From an optimization exercise on the open Yosys and OpenROAD flow, aimed at small area, a short achievable clock period and few clock cycles; shortcuts taken in it are not production practice.
Only the layout flow was run in this run; the RTL was not checked for function there.
Power is estimated from default activity; no workload was simulated.

File: design.v
module DALU(
	clk,
	rst,
	in_valid,
	instruction,
	out_valid,
	out
);
input clk, rst, in_valid;
input [18:0] instruction;
output reg out_valid;
output [15:0] out;
function [8:0] booth3;
	input [5:0] a;
	integer k;
	reg y1, y0, ym;
	begin
		for (k = 0; k < 3; k = k + 1) begin
			y1 = a[2*k+1];
			y0 = a[2*k];
			ym = (k == 0) ? 1'b0 : a[2*k-1];
			booth3[k] = y1 & ~(y0 & ym);
			booth3[3+k] = y0 ^ ym;
			booth3[6+k] = (y1 & ~y0 & ~ym) | (~y1 & y0 & ym);
		end
	end
endfunction
wire [2:0] op = instruction[18:16];
wire [3:0] f = instruction[3:0];
wire [5:0] si = instruction[15:10];
wire [5:0] ti = instruction[9:4];
wire [3:0] li = instruction[3:0];
wire op0 = (op == 3'd0);
wire defined = op0 ? (f <= 4'd4) : (op <= 3'd4);
wire load = in_valid & defined;
wire isop1 = (op == 3'd1);
wire isop2 = (op == 3'd2);
wire islog = op0 & ~f[2] & ~(f[1] & f[0]);
wire sub = op0 ? f[2] : op[2];
wire d0n = li[1];
wire d01 = li[0];
wire d02 = li[1] & ~li[0];
wire d1n = li[3] & ~(li[2] & li[1]);
wire d11 = li[2] ^ li[1];
wire d12 = (li[3] & ~li[2] & ~li[1]) | (~li[3] & li[2] & li[1]);
wire [6:0] tx = {ti[5], ti};
wire [6:0] p0 = ({7{d01}} & tx) | ({7{d02}} & {tx[5:0], 1'b0});
wire [6:0] p1 = ({7{d11}} & tx) | ({7{d12}} & {tx[5:0], 1'b0});
wire [10:0] m0 = {{4{p0[6]}}, p0} ^ {11{d0n}};
wire [8:0] m1 = {{2{p1[6]}}, p1} ^ {9{d1n}};
wire [5:0] lg = (f[1:0] == 2'd0) ? (si & ti) : (f[1:0] == 2'd1) ? (si | ti) : (si ^ ti);
wire [10:0] bo = (op0 | isop2) ? {{5{ti[5]}}, ti} : {instruction[9], instruction[9:0]};
wire [10:0] r1 = isop1 ? m0 : islog ? {{5{lg[5]}}, lg} : {{5{si[5]}}, si};
wire [10:0] r2 = isop1 ? {m1, 2'b00} : islog ? 11'd0 : (bo ^ {11{sub & ~isop2}});
wire [10:0] r3 = isop1 ? {8'd0, d1n, 1'b0, d0n} : isop2 ? {{7{li[3]}}, li} : {10'd0, sub & ~islog};
wire ic0 = r1[0] ^ r2[0];
wire ic1 = r1[0] & r2[0];
wire ic2 = r1[1] ^ r2[1] ^ r3[1];
wire ic3 = (r1[1] & r2[1]) | (r1[1] & r3[1]) | (r2[1] & r3[1]);
wire ic4 = r1[2] ^ r2[2] ^ r3[2];
wire ic5 = (r1[2] & r2[2]) | (r1[2] & r3[2]) | (r2[2] & r3[2]);
wire ic6 = r1[3] ^ r2[3] ^ r3[3];
wire ic7 = (r1[3] & r2[3]) | (r1[3] & r3[3]) | (r2[3] & r3[3]);
wire ic8 = r1[4] ^ r2[4] ^ r3[4];
wire ic9 = (r1[4] & r2[4]) | (r1[4] & r3[4]) | (r2[4] & r3[4]);
wire ic10 = r1[5] ^ r2[5] ^ r3[5];
wire ic11 = (r1[5] & r2[5]) | (r1[5] & r3[5]) | (r2[5] & r3[5]);
wire ic12 = r1[6] ^ r2[6] ^ r3[6];
wire ic13 = (r1[6] & r2[6]) | (r1[6] & r3[6]) | (r2[6] & r3[6]);
wire ic14 = r1[7] ^ r2[7] ^ r3[7];
wire ic15 = (r1[7] & r2[7]) | (r1[7] & r3[7]) | (r2[7] & r3[7]);
wire ic16 = r1[8] ^ r2[8] ^ r3[8];
wire ic17 = (r1[8] & r2[8]) | (r1[8] & r3[8]) | (r2[8] & r3[8]);
wire ic18 = r1[9] ^ r2[9] ^ r3[9];
wire ic19 = (r1[9] & r2[9]) | (r1[9] & r3[9]) | (r2[9] & r3[9]);
wire ic20 = r1[10] ^ r2[10] ^ r3[10];
wire ic21 = (r1[10] & r2[10]) | (r1[10] & r3[10]) | (r2[10] & r3[10]);
wire sum_0 = r3[0] ^ ic0;
wire sum_1 = r3[0] & ic0;
wire sum_2 = ic1 ^ ic2;
wire sum_3 = ic1 & ic2;
wire sum_4 = ic3 ^ ic4;
wire sum_5 = ic3 & ic4;
wire sum_6 = ic5 ^ ic6;
wire sum_7 = ic5 & ic6;
wire sum_8 = ic7 ^ ic8;
wire sum_9 = ic7 & ic8;
wire sum_10 = ic9 ^ ic10;
wire sum_11 = ic9 & ic10;
wire sum_12 = ic11 ^ ic12;
wire sum_13 = ic11 & ic12;
wire sum_14 = ic13 ^ ic14;
wire sum_15 = ic13 & ic14;
wire sum_16 = ic15 ^ ic16;
wire sum_17 = ic15 & ic16;
wire sum_18 = ic17 ^ ic18;
wire sum_19 = ic17 & ic18;
wire sum_20 = ic19 ^ ic20;
wire sum_21 = ic19 & ic20;
wire sum_22 = sum_3 | (sum_2 & sum_1);
wire sum_23 = sum_2 & sum_0;
wire sum_24 = sum_7 | (sum_6 & sum_5);
wire sum_25 = sum_6 & sum_4;
wire sum_26 = sum_11 | (sum_10 & sum_9);
wire sum_27 = sum_10 & sum_8;
wire sum_28 = sum_15 | (sum_14 & sum_13);
wire sum_29 = sum_14 & sum_12;
wire sum_30 = sum_19 | (sum_18 & sum_17);
wire sum_31 = sum_18 & sum_16;
wire sum_32 = sum_24 | (sum_25 & sum_22);
wire sum_33 = sum_25 & sum_23;
wire sum_34 = sum_28 | (sum_29 & sum_26);
wire sum_35 = sum_29 & sum_27;
wire sum_36 = sum_34 | (sum_35 & sum_32);
wire sum_37 = sum_35 & sum_33;
wire sum_38 = sum_26 | (sum_27 & sum_32);
wire sum_39 = sum_27 & sum_33;
wire sum_40 = sum_30 | (sum_31 & sum_36);
wire sum_41 = sum_31 & sum_37;
wire sum_42 = sum_5 | (sum_4 & sum_22);
wire sum_43 = sum_4 & sum_23;
wire sum_44 = sum_9 | (sum_8 & sum_32);
wire sum_45 = sum_8 & sum_33;
wire sum_46 = sum_13 | (sum_12 & sum_38);
wire sum_47 = sum_12 & sum_39;
wire sum_48 = sum_17 | (sum_16 & sum_36);
wire sum_49 = sum_16 & sum_37;
wire sum_50 = sum_21 | (sum_20 & sum_40);
wire sum_51 = sum_20 & sum_41;
wire sum_52 = sum_2 ^ sum_1;
wire sum_53 = sum_4 ^ sum_22;
wire sum_54 = sum_6 ^ sum_42;
wire sum_55 = sum_8 ^ sum_32;
wire sum_56 = sum_10 ^ sum_44;
wire sum_57 = sum_12 ^ sum_38;
wire sum_58 = sum_14 ^ sum_46;
wire sum_59 = sum_16 ^ sum_36;
wire sum_60 = sum_18 ^ sum_48;
wire sum_61 = sum_20 ^ sum_40;
wire [10:0] sum = {sum_61, sum_60, sum_59, sum_58, sum_57, sum_56, sum_55, sum_54, sum_53, sum_52, sum_0};
wire [10:0] b_in = isop2 ? {sum[10:8], sum[6], sum[5], sum[5:0]} : sum;
wire c_in = isop2 & (sum[6] ^ sum[5]);
wire [5:0] a_in = isop1 ? si : isop2 ? sum[5:0] : 6'd1;
always @(posedge clk) begin
	if (rst)
		out_valid <= 1'b0;
	else
		out_valid <= in_valid;
end
reg [2:0] an, a1, a2;    
reg c;                   
reg [10:0] b;            
always @(posedge clk) begin
	if (rst) begin
		an <= 3'd0;
		a1 <= 3'd0;
		a2 <= 3'd0;
		c <= 1'b0;
	end else if (load) begin
		{a2, a1, an} <= booth3(a_in);
		c <= c_in;
	end
end
always @(posedge clk) begin
	if (load)
		b <= b_in;
end
wire pr0_0 = ((a1[0] & b[0])) ^ an[0];
wire pr0_1 = ((a1[0] & b[1]) | (a2[0] & b[0])) ^ an[0];
wire pr0_2 = ((a1[0] & b[2]) | (a2[0] & b[1])) ^ an[0];
wire pr0_3 = ((a1[0] & b[3]) | (a2[0] & b[2])) ^ an[0];
wire pr0_4 = ((a1[0] & b[4]) | (a2[0] & b[3])) ^ an[0];
wire pr0_5 = ((a1[0] & b[5]) | (a2[0] & b[4])) ^ an[0];
wire pr0_6 = ((a1[0] & b[6]) | (a2[0] & b[5])) ^ an[0];
wire pr0_7 = ((a1[0] & b[7]) | (a2[0] & b[6])) ^ an[0];
wire pr0_8 = ((a1[0] & b[8]) | (a2[0] & b[7])) ^ an[0];
wire pr0_9 = ((a1[0] & b[9]) | (a2[0] & b[8])) ^ an[0];
wire pr0_10 = ((a1[0] & b[10]) | (a2[0] & b[9])) ^ an[0];
wire pr0_11 = ~(((a1[0] & b[10]) | (a2[0] & b[10])) ^ an[0]);
wire pr1_0 = ((a1[1] & b[0])) ^ an[1];
wire pr1_1 = ((a1[1] & b[1]) | (a2[1] & b[0])) ^ an[1];
wire pr1_2 = ((a1[1] & b[2]) | (a2[1] & b[1])) ^ an[1];
wire pr1_3 = ((a1[1] & b[3]) | (a2[1] & b[2])) ^ an[1];
wire pr1_4 = ((a1[1] & b[4]) | (a2[1] & b[3])) ^ an[1];
wire pr1_5 = ((a1[1] & b[5]) | (a2[1] & b[4])) ^ an[1];
wire pr1_6 = ((a1[1] & b[6]) | (a2[1] & b[5])) ^ an[1];
wire pr1_7 = ((a1[1] & b[7]) | (a2[1] & b[6])) ^ an[1];
wire pr1_8 = ((a1[1] & b[8]) | (a2[1] & b[7])) ^ an[1];
wire pr1_9 = ((a1[1] & b[9]) | (a2[1] & b[8])) ^ an[1];
wire pr1_10 = ~(((a1[1] & b[9]) | (a2[1] & b[9])) ^ an[1]);
wire pr2_0 = ((a1[2] & b[0])) ^ an[2];
wire pr2_1 = ((a1[2] & b[1]) | (a2[2] & b[0])) ^ an[2];
wire pr2_2 = ((a1[2] & b[2]) | (a2[2] & b[1])) ^ an[2];
wire pr2_3 = ((a1[2] & b[3]) | (a2[2] & b[2])) ^ an[2];
wire pr2_4 = ((a1[2] & b[4]) | (a2[2] & b[3])) ^ an[2];
wire pr2_5 = ((a1[2] & b[5]) | (a2[2] & b[4])) ^ an[2];
wire pr2_6 = ((a1[2] & b[6]) | (a2[2] & b[5])) ^ an[2];
wire pr2_7 = ((a1[2] & b[7]) | (a2[2] & b[6])) ^ an[2];
wire pr2_8 = ((a1[2] & b[8]) | (a2[2] & b[7])) ^ an[2];
wire pr2_9 = ((a1[2] & b[9]) | (a2[2] & b[8])) ^ an[2];
wire pr2_10 = ~(((a1[2] & b[9]) | (a2[2] & b[9])) ^ an[2]);
wire pc0 = an[2] ^ pr0_4;
wire pc1 = an[2] & pr0_4;
wire pc2 = pr0_5 ^ pr1_3;
wire pc3 = pr0_5 & pr1_3;
wire pc4 = pr0_6 ^ pr1_4;
wire pc5 = pr0_6 & pr1_4;
wire pc6 = pr0_7 ^ pr1_5;
wire pc7 = pr0_7 & pr1_5;
wire pc8 = pr0_8 ^ pr1_6;
wire pc9 = pr0_8 & pr1_6;
wire pc10 = pr0_9 ^ pr1_7;
wire pc11 = pr0_9 & pr1_7;
wire pc12 = pr0_10 ^ pr1_8;
wire pc13 = pr0_10 & pr1_8;
wire pc14 = ~(pr0_11 ^ pr1_9);
wire pc15 = pr0_11 | pr1_9;
wire pc16 = c ^ pr1_10;
wire pc17 = c & pr1_10;
wire pc18 = an[1] ^ pr0_2;
wire pc19 = an[1] & pr0_2;
wire pc20 = pr0_3 ^ pr1_1;
wire pc21 = pr0_3 & pr1_1;
wire pc22 = pr1_2 ^ pr2_0 ^ pc0;
wire pc23 = (pr1_2 & pr2_0) | (pr1_2 & pc0) | (pr2_0 & pc0);
wire pc24 = pr2_1 ^ pc1 ^ pc2;
wire pc25 = (pr2_1 & pc1) | (pr2_1 & pc2) | (pc1 & pc2);
wire pc26 = pr2_2 ^ pc3 ^ pc4;
wire pc27 = (pr2_2 & pc3) | (pr2_2 & pc4) | (pc3 & pc4);
wire pc28 = pr2_3 ^ pc5 ^ pc6;
wire pc29 = (pr2_3 & pc5) | (pr2_3 & pc6) | (pc5 & pc6);
wire pc30 = pr2_4 ^ pc7 ^ pc8;
wire pc31 = (pr2_4 & pc7) | (pr2_4 & pc8) | (pc7 & pc8);
wire pc32 = pr2_5 ^ pc9 ^ pc10;
wire pc33 = (pr2_5 & pc9) | (pr2_5 & pc10) | (pc9 & pc10);
wire pc34 = pr2_6 ^ pc11 ^ pc12;
wire pc35 = (pr2_6 & pc11) | (pr2_6 & pc12) | (pc11 & pc12);
wire pc36 = pr2_7 ^ pc13 ^ pc14;
wire pc37 = (pr2_7 & pc13) | (pr2_7 & pc14) | (pc13 & pc14);
wire pc38 = pr2_8 ^ pc15 ^ pc16;
wire pc39 = (pr2_8 & pc15) | (pr2_8 & pc16) | (pc15 & pc16);
wire pc40 = ~(pr2_9 ^ pc17);
wire pc41 = pr2_9 | pc17;
wire prod_0 = an[0] ^ pr0_0;
wire prod_1 = an[0] & pr0_0;
wire prod_2 = pr1_0 ^ pc18;
wire prod_3 = pr1_0 & pc18;
wire prod_4 = pc19 ^ pc20;
wire prod_5 = pc19 & pc20;
wire prod_6 = pc21 ^ pc22;
wire prod_7 = pc21 & pc22;
wire prod_8 = pc23 ^ pc24;
wire prod_9 = pc23 & pc24;
wire prod_10 = pc25 ^ pc26;
wire prod_11 = pc25 & pc26;
wire prod_12 = pc27 ^ pc28;
wire prod_13 = pc27 & pc28;
wire prod_14 = pc29 ^ pc30;
wire prod_15 = pc29 & pc30;
wire prod_16 = pc31 ^ pc32;
wire prod_17 = pc31 & pc32;
wire prod_18 = pc33 ^ pc34;
wire prod_19 = pc33 & pc34;
wire prod_20 = pc35 ^ pc36;
wire prod_21 = pc35 & pc36;
wire prod_22 = pc37 ^ pc38;
wire prod_23 = pc37 & pc38;
wire prod_24 = pc40 ^ pc39;
wire prod_25 = pc40 & pc39;
wire prod_26 = pr2_10 ^ pc41;
wire prod_27 = pr2_10 & pc41;
wire prod_28 = pr0_1 & prod_1;
wire prod_29 = pr0_1 & prod_0;
wire prod_30 = prod_5 | (prod_4 & prod_3);
wire prod_31 = prod_4 & prod_2;
wire prod_32 = prod_9 | (prod_8 & prod_7);
wire prod_33 = prod_8 & prod_6;
wire prod_34 = prod_13 | (prod_12 & prod_11);
wire prod_35 = prod_12 & prod_10;
wire prod_36 = prod_17 | (prod_16 & prod_15);
wire prod_37 = prod_16 & prod_14;
wire prod_38 = prod_21 | (prod_20 & prod_19);
wire prod_39 = prod_20 & prod_18;
wire prod_40 = prod_25 | (prod_24 & prod_23);
wire prod_41 = prod_24 & prod_22;
wire prod_42 = 1'b1 & prod_27;
wire prod_43 = 1'b1 & prod_26;
wire prod_44 = prod_30 | (prod_31 & prod_28);
wire prod_45 = prod_31 & prod_29;
wire prod_46 = prod_34 | (prod_35 & prod_32);
wire prod_47 = prod_35 & prod_33;
wire prod_48 = prod_38 | (prod_39 & prod_36);
wire prod_49 = prod_39 & prod_37;
wire prod_50 = prod_42 | (prod_43 & prod_40);
wire prod_51 = prod_43 & prod_41;
wire prod_52 = prod_46 | (prod_47 & prod_44);
wire prod_53 = prod_47 & prod_45;
wire prod_54 = prod_50 | (prod_51 & prod_48);
wire prod_55 = prod_51 & prod_49;
wire prod_56 = prod_54 | (prod_55 & prod_52);
wire prod_57 = prod_55 & prod_53;
wire prod_58 = prod_48 | (prod_49 & prod_52);
wire prod_59 = prod_49 & prod_53;
wire prod_60 = prod_32 | (prod_33 & prod_44);
wire prod_61 = prod_33 & prod_45;
wire prod_62 = prod_36 | (prod_37 & prod_52);
wire prod_63 = prod_37 & prod_53;
wire prod_64 = prod_40 | (prod_41 & prod_58);
wire prod_65 = prod_41 & prod_59;
wire prod_66 = prod_3 | (prod_2 & prod_28);
wire prod_67 = prod_2 & prod_29;
wire prod_68 = prod_7 | (prod_6 & prod_44);
wire prod_69 = prod_6 & prod_45;
wire prod_70 = prod_11 | (prod_10 & prod_60);
wire prod_71 = prod_10 & prod_61;
wire prod_72 = prod_15 | (prod_14 & prod_52);
wire prod_73 = prod_14 & prod_53;
wire prod_74 = prod_19 | (prod_18 & prod_62);
wire prod_75 = prod_18 & prod_63;
wire prod_76 = prod_23 | (prod_22 & prod_58);
wire prod_77 = prod_22 & prod_59;
wire prod_78 = prod_27 | (prod_26 & prod_64);
wire prod_79 = prod_26 & prod_65;
wire prod_80 = pr0_1 ^ prod_1;
wire prod_81 = prod_2 ^ prod_28;
wire prod_82 = prod_4 ^ prod_66;
wire prod_83 = prod_6 ^ prod_44;
wire prod_84 = prod_8 ^ prod_68;
wire prod_85 = prod_10 ^ prod_60;
wire prod_86 = prod_12 ^ prod_70;
wire prod_87 = prod_14 ^ prod_52;
wire prod_88 = prod_16 ^ prod_72;
wire prod_89 = prod_18 ^ prod_62;
wire prod_90 = prod_20 ^ prod_74;
wire prod_91 = prod_22 ^ prod_58;
wire prod_92 = prod_24 ^ prod_76;
wire prod_93 = prod_26 ^ prod_64;
wire prod_94 = 1'b1 ^ prod_78;
wire [15:0] prod = {prod_94, prod_93, prod_92, prod_91, prod_90, prod_89, prod_88, prod_87, prod_86, prod_85, prod_84, prod_83, prod_82, prod_81, prod_80, prod_0};
assign out = prod;
endmodule
File: flow/run.sh
#!/bin/bash
# The standard layout, with the ports buffered by buf_2 cells and timing
# repair aiming for setup slack beyond the requirement (sizeup,swap).
set -euo pipefail
bash standard.sh "BUFFER_PORTS_ARGS=-buffer_cell sky130_fd_sc_hd__buf_2" \
	SETUP_SLACK_MARGIN=4.4 SETUP_MOVE_SEQUENCE=sizeup,swap finish > standard_flow.log 2>&1
File: standard.sh
#!/bin/bash
# synth_recipe.tcl (not shown) runs the flow's synth.tcl, then flattens the netlist and writes it again
# the make line also repeats each setting of config.mk as NAME=value (left out here)
make -C /OpenROAD-flow-scripts/flow DESIGN_CONFIG=/design/flow/config.mk WORK_HOME=/design/flow/orfs CLKGATE_MAP_FILE= SYNTH_SCRIPT=/design/flow/synth_recipe.tcl "${@:-finish}"
File: config.mk
export PLATFORM = sky130hd
export DESIGN_NAME = DALU
export DESIGN_NICKNAME = DALU
export VERILOG_FILES = /design/flow/design.v
export SDC_FILE = /design/flow/constraint.sdc
export NUM_CORES = 4
export LEC_CHECK = 0
export CAP_MARGIN = 20
export CORE_MARGIN = 2
export CORE_UTILIZATION = 70
export SLEW_MARGIN = 20
File: constraint.sdc
create_clock -name core_clock -period 10.0 [get_ports {clk}]
set_input_delay 2.0000 -clock core_clock [delete_from_list [all_inputs] [get_ports {clk}]]
set_output_delay 2.0000 -clock core_clock [all_outputs]
set_load 0.01 [all_outputs]
==> flow_metrics.py <==
metrics = {
    "run_status": {
        "status": "finished clean",
    },
    "cts": {
        "clock_latency_ps": 260,
        "htree_levels": 1,
        "clockRootBuffer": "clkbuf_8",
        "cts_sinks": 22,
        "cts_tree": "built",
        "cts_buffers": 3,
        "clockBufferDepth": 2,
        "clk_pin_slew_ps": 80,
    },
    "grt": {
        "grt_pass1_wl_um": 14300,
        "overflow": 0,
        "antenna_found_initial": 0,
        "grt_max_degree": 33,
        "grt_pass1_vias": 3306,
        "grtUsageTotal_pct": 26.7,
    },
    "timing": {
        "finalCritPeriodShare_pct": 56.9,
        "fmax_mhz": 176,
        "setup_violations": 0,
        "finalClockSkew_ps": 0,
        "finalHoldViolations": 0,
        "worst_slew_pin_slew_ps": 690,
        "rsz0062_at_grt": "yes",
        "finalCriticalPeriod_ps": 5690,
        "max_slew_margin_pct": 53.9,
        "setup_tns_ps": 0,
        "worst_slack_ps": 4310,
        "slew_viol_final": 0,
    },
    "floorplanning": {
        "die_w_um": 81.9,
        "die-height_um": 81.9,
        "core_sq_um": 5890,
        "start_util_pct": 72.2,
        "fp-row-count": 28,
        "die-area_sq_um": 6710,
        "ioPinCount": 39,
    },
    "routing": {
        "wl_per_cell_um": 15.0,
        "dr.pass1.iters": 4,
        "routed_wl_um": 8750,
        "vias_per_cell": 5.87,
        "antenna_left": 0,
        "drc_errors": 0,
        "drtIter0Drc": 94,
        "num_vias": 3423,
    },
    "logic_synthesis": {
        "synth-seq-cells": 22,
        "synth.distinct_cells": 51,
        "async_flop_share_pct": 0,
        "syn_area_per_cell_sq_um": 8.41,
        "synth_edf_count": 11,
        "syn_nets": 607,
        "synth_cells": 505,
        "syn_area_sq_um": 4250,
        "synth-warning-count": 1,
        "yosysSeqAreaShare_pct": 13.0,
        "synth_flop_cell": "edfxtp_1",
    },
    "final_layout": {
        "fillCellCount": 412,
        "multi_input_area_sq_um": 3530,
        "drive_gt1_share_pct": 21.9,
        "register_area_sq_um": 558,
        "nets": 611,
        "diodes": 0,
        "area_growth_syn_to_layout_pct": 11.1,
        "fin_area_sq_um": 4720,
    },
    "place": {
        "hpwl_um": 6800,
        "finalWeightedCongestion": 0.917,
        "port_buffers": 38,
        "placed_cell_area_sq_um": 4340,
        "dp_slack_ps": 3570,
    },
    "worst_setup_path": {
        "critPathMaxFanout": 6,
        "critPathKind": "flip-flop to output port",
        "cp-start-kind": "flip-flop",
        "path_cells": "a22oi_2 -> xnor2_1 -> ha_1 -> fa_1 -> ha_4 -> nand4_1 -> o21ai_2 -> nand3_2 -> o21ba_4 -> fa_1 -> inv_1 -> buf_2",
        "reg2reg_to": "an[2]$_SDFFE_PP0P_",
        "max_stage_delay_ps": 520,
        "reg2reg_from": "an[2]$_SDFFE_PP0P_",
        "cp.depth": 12,
        "reg2reg_depth": 2,
        "r2r_slack_ps": 8920,
        "slowest_stage": "edfxtp_1",
        "worstSetupStartpoint": "b[5]$_DFFE_PP_",
        "cp.arrival_ps": 3690,
        "cp_num_buf_inv": 2,
        "cp_data_required_time_ps": 8000,
        "crit_end": "out[14]",
        "crit_family": "adder cells",
        "cpMostUsedCell": "fa_1",
        "cp-end-kind": "output port",
    },
    "worst_hold_path": {
        "hold_class": "flip-flop to flip-flop",
    },
    "power": {
        "peakVddDrop_mv": 0.110,
        "power.density_nw_per_um2": 141,
        "power.leakage_nw": 2.12,
    },
    "job": {
        "maxCapViolCount": 0,
    },
}
==> power by group <==
group | switching (W) | internal (W) | leakage [nW] | total, W
registers | 0.0000304 | 0.000121 | 0.196 | 0.000151
logic | 0.000237 | 0.000204 | 1.89 | 0.000441
clock network | 0.0000283 | 0.0000434 | 0.0339 | 0.0000717
==> metrics by stage <==
stage / hold slack, ps / std cells / util, % / total power (W)
2_1_floorplan: 458 / 505 / - / 0.000480
3_3_place_gp: 508 / 579 / 73.8 / 0.000520
3_5_place_dp: 513 / 579 / 73.8 / 0.000534
4_1_cts: 533 / 583 / 77.0 / 0.000628
5_1_grt: 549 / 583 / 80.2 / 0.000730
6_report: 527 / 583 / 80.2 / 0.000664
==> worst min-delay path by stage <==
stage                               endpoint  cells after the start          startpoint
after detailed placement      c$_SDFFE_PP0P_                      2      c$_SDFFE_PP0P_
after floorplan           a2[0]$_SDFFE_PP0P_                      2  a2[0]$_SDFFE_PP0P_
after global routing          c$_SDFFE_PP0P_                      2      c$_SDFFE_PP0P_
final                         c$_SDFFE_PP0P_                      2      c$_SDFFE_PP0P_
after global placement        c$_SDFFE_PP0P_                      2      c$_SDFFE_PP0P_
after CTS                     c$_SDFFE_PP0P_                      2      c$_SDFFE_PP0P_
==> sequential cells by signal, summed over array words and instances (netlist names) <==
name       count
a1             3
an             3
b             11
a2             3
c              1
out_valid      1
==> worst register-to-register path, cell delays in order (launching register included) <==
cell	delay [ps]
dfxtp_1	770
mux2i_1	150
nor2_1	100
==> synthesized netlist by cell type (2+ instances only) <==
| cell | count | area share, % |
|---|---|---|
| xor2_1 | 20 | 4.1 |
| inv_1 | 62 | 5.5 |
| dfxtp_1 | 11 | 5.2 |
| buf_4 | 17 | 3.0 |
| nor2b_1 | 4 | 0.59 |
| a311oi_1 | 2 | 0.41 |
| mux2i_1 | 14 | 3.3 |
| nand4_1 | 3 | 0.44 |
| and3_1 | 2 | 0.29 |
| a211oi_1 | 10 | 1.8 |
| nor2_1 | 29 | 2.6 |
| and2_1 | 4 | 0.59 |
| a21oi_1 | 24 | 2.8 |
| ha_1 | 50 | 15 |
| a22oi_1 | 39 | 6.9 |
| edfxtp_1 | 11 | 7.8 |
| buf_1 | 4 | 0.35 |
| nand2_1 | 35 | 3.1 |
| xnor2_1 | 43 | 8.9 |
| o21ai_0 | 21 | 2.5 |
| nand2b_1 | 6 | 0.88 |
| a21o_1 | 5 | 0.88 |
| o31ai_1 | 2 | 0.35 |
| fa_1 | 30 | 14 |
| buf_2 | 2 | 0.24 |
| o22ai_1 | 3 | 0.44 |
| nor3_1 | 2 | 0.24 |
| a31oi_1 | 2 | 0.29 |
| clkbuf_1 | 16 | 1.4 |
| o21a_1 | 2 | 0.35 |
| or2_2 | 4 | 0.59 |
| o211ai_1 | 7 | 1.2 |
==> layer usage <==
metal | GRT usage [%] | vias up | wire length, um
met2 | 52.1 | 55 | 4660
li1 | - | 1727 | -
met3 | 1.76 | 16 | 148
met5 | 0 | - | 0
met1 | 29.8 | 1625 | 3780
met4 | 10.3 | 0 | 160
==> repair_timing <==
action	in CTS	in global routing
endpoints found under the setup margin	18	13
buffers inserted	0	0
pin swaps	7	34
resized for setup	34	49
hold buffers	0	0
==> cell type report <==
| class | instances | share of cell area (%) |
|---|---|---|
| flip-flops and latches | 22 | 11.8 |
| inverters | 63 | 5.01 |
| clock buffers | 4 | 1.40 |
| multi-input cells | 380 | 74.8 |
| well taps | 75 | 1.99 |
| repair buffers | 39 | 5.01 |
==> placed cells by master, fill, tap and decap left out, types with 6 or more instances in the layout <==
cell type and count:
edfxtp_1 11, xnor2_1 41, a22oi_1 29, nand2_1 33, xor2_1 20, buf_2 32
ha_1 45, mux2i_1 13, o211ai_1 7, a21oi_1 16, o21ai_0 15, nor2_1 26
inv_1 58, a211oi_1 7, a22oi_2 10, dfxtp_2 6, fa_1 25
==> cell families after synthesis <==
family	share of synthesized area [%]
buf+inv	10.8
mux	3.30
flops	13.0
compound gates	19.8
simple gates	11.2
fa+ha+maj	28.9
xor+xnor	13.0

-- re-timing with driven ports --
In the flow no input, the clock included, has a driving cell. The finished layout below was timed again as built, in two steps. Step 1 (the two cells are an assumption about what drives the block):
set clk [get_ports {clk}]
set_driving_cell -lib_cell sky130_fd_sc_hd__clkbuf_16 $clk
set_driving_cell -lib_cell sky130_fd_sc_hd__buf_2 [delete_from_list [all_inputs] $clk]
Step 2 times the ports against the registers' clock, not the clock port: input delays grow and output delays shrink by t, the midpoint of the rising clock arrivals with the driver on. a / b / c = ideal / step 1 / step 2; a / b = the first two.
shift t [ns]: 0.287
slack for setup (ns): 4.305 / 4.280 / 4.234
clock arrival spread, ns: 0.004 / 0.004
After both steps setup and hold are still met in this run. For this run, drivers alone change the setup slack by -0.025 ns; drivers and shift together by -0.071 ns.
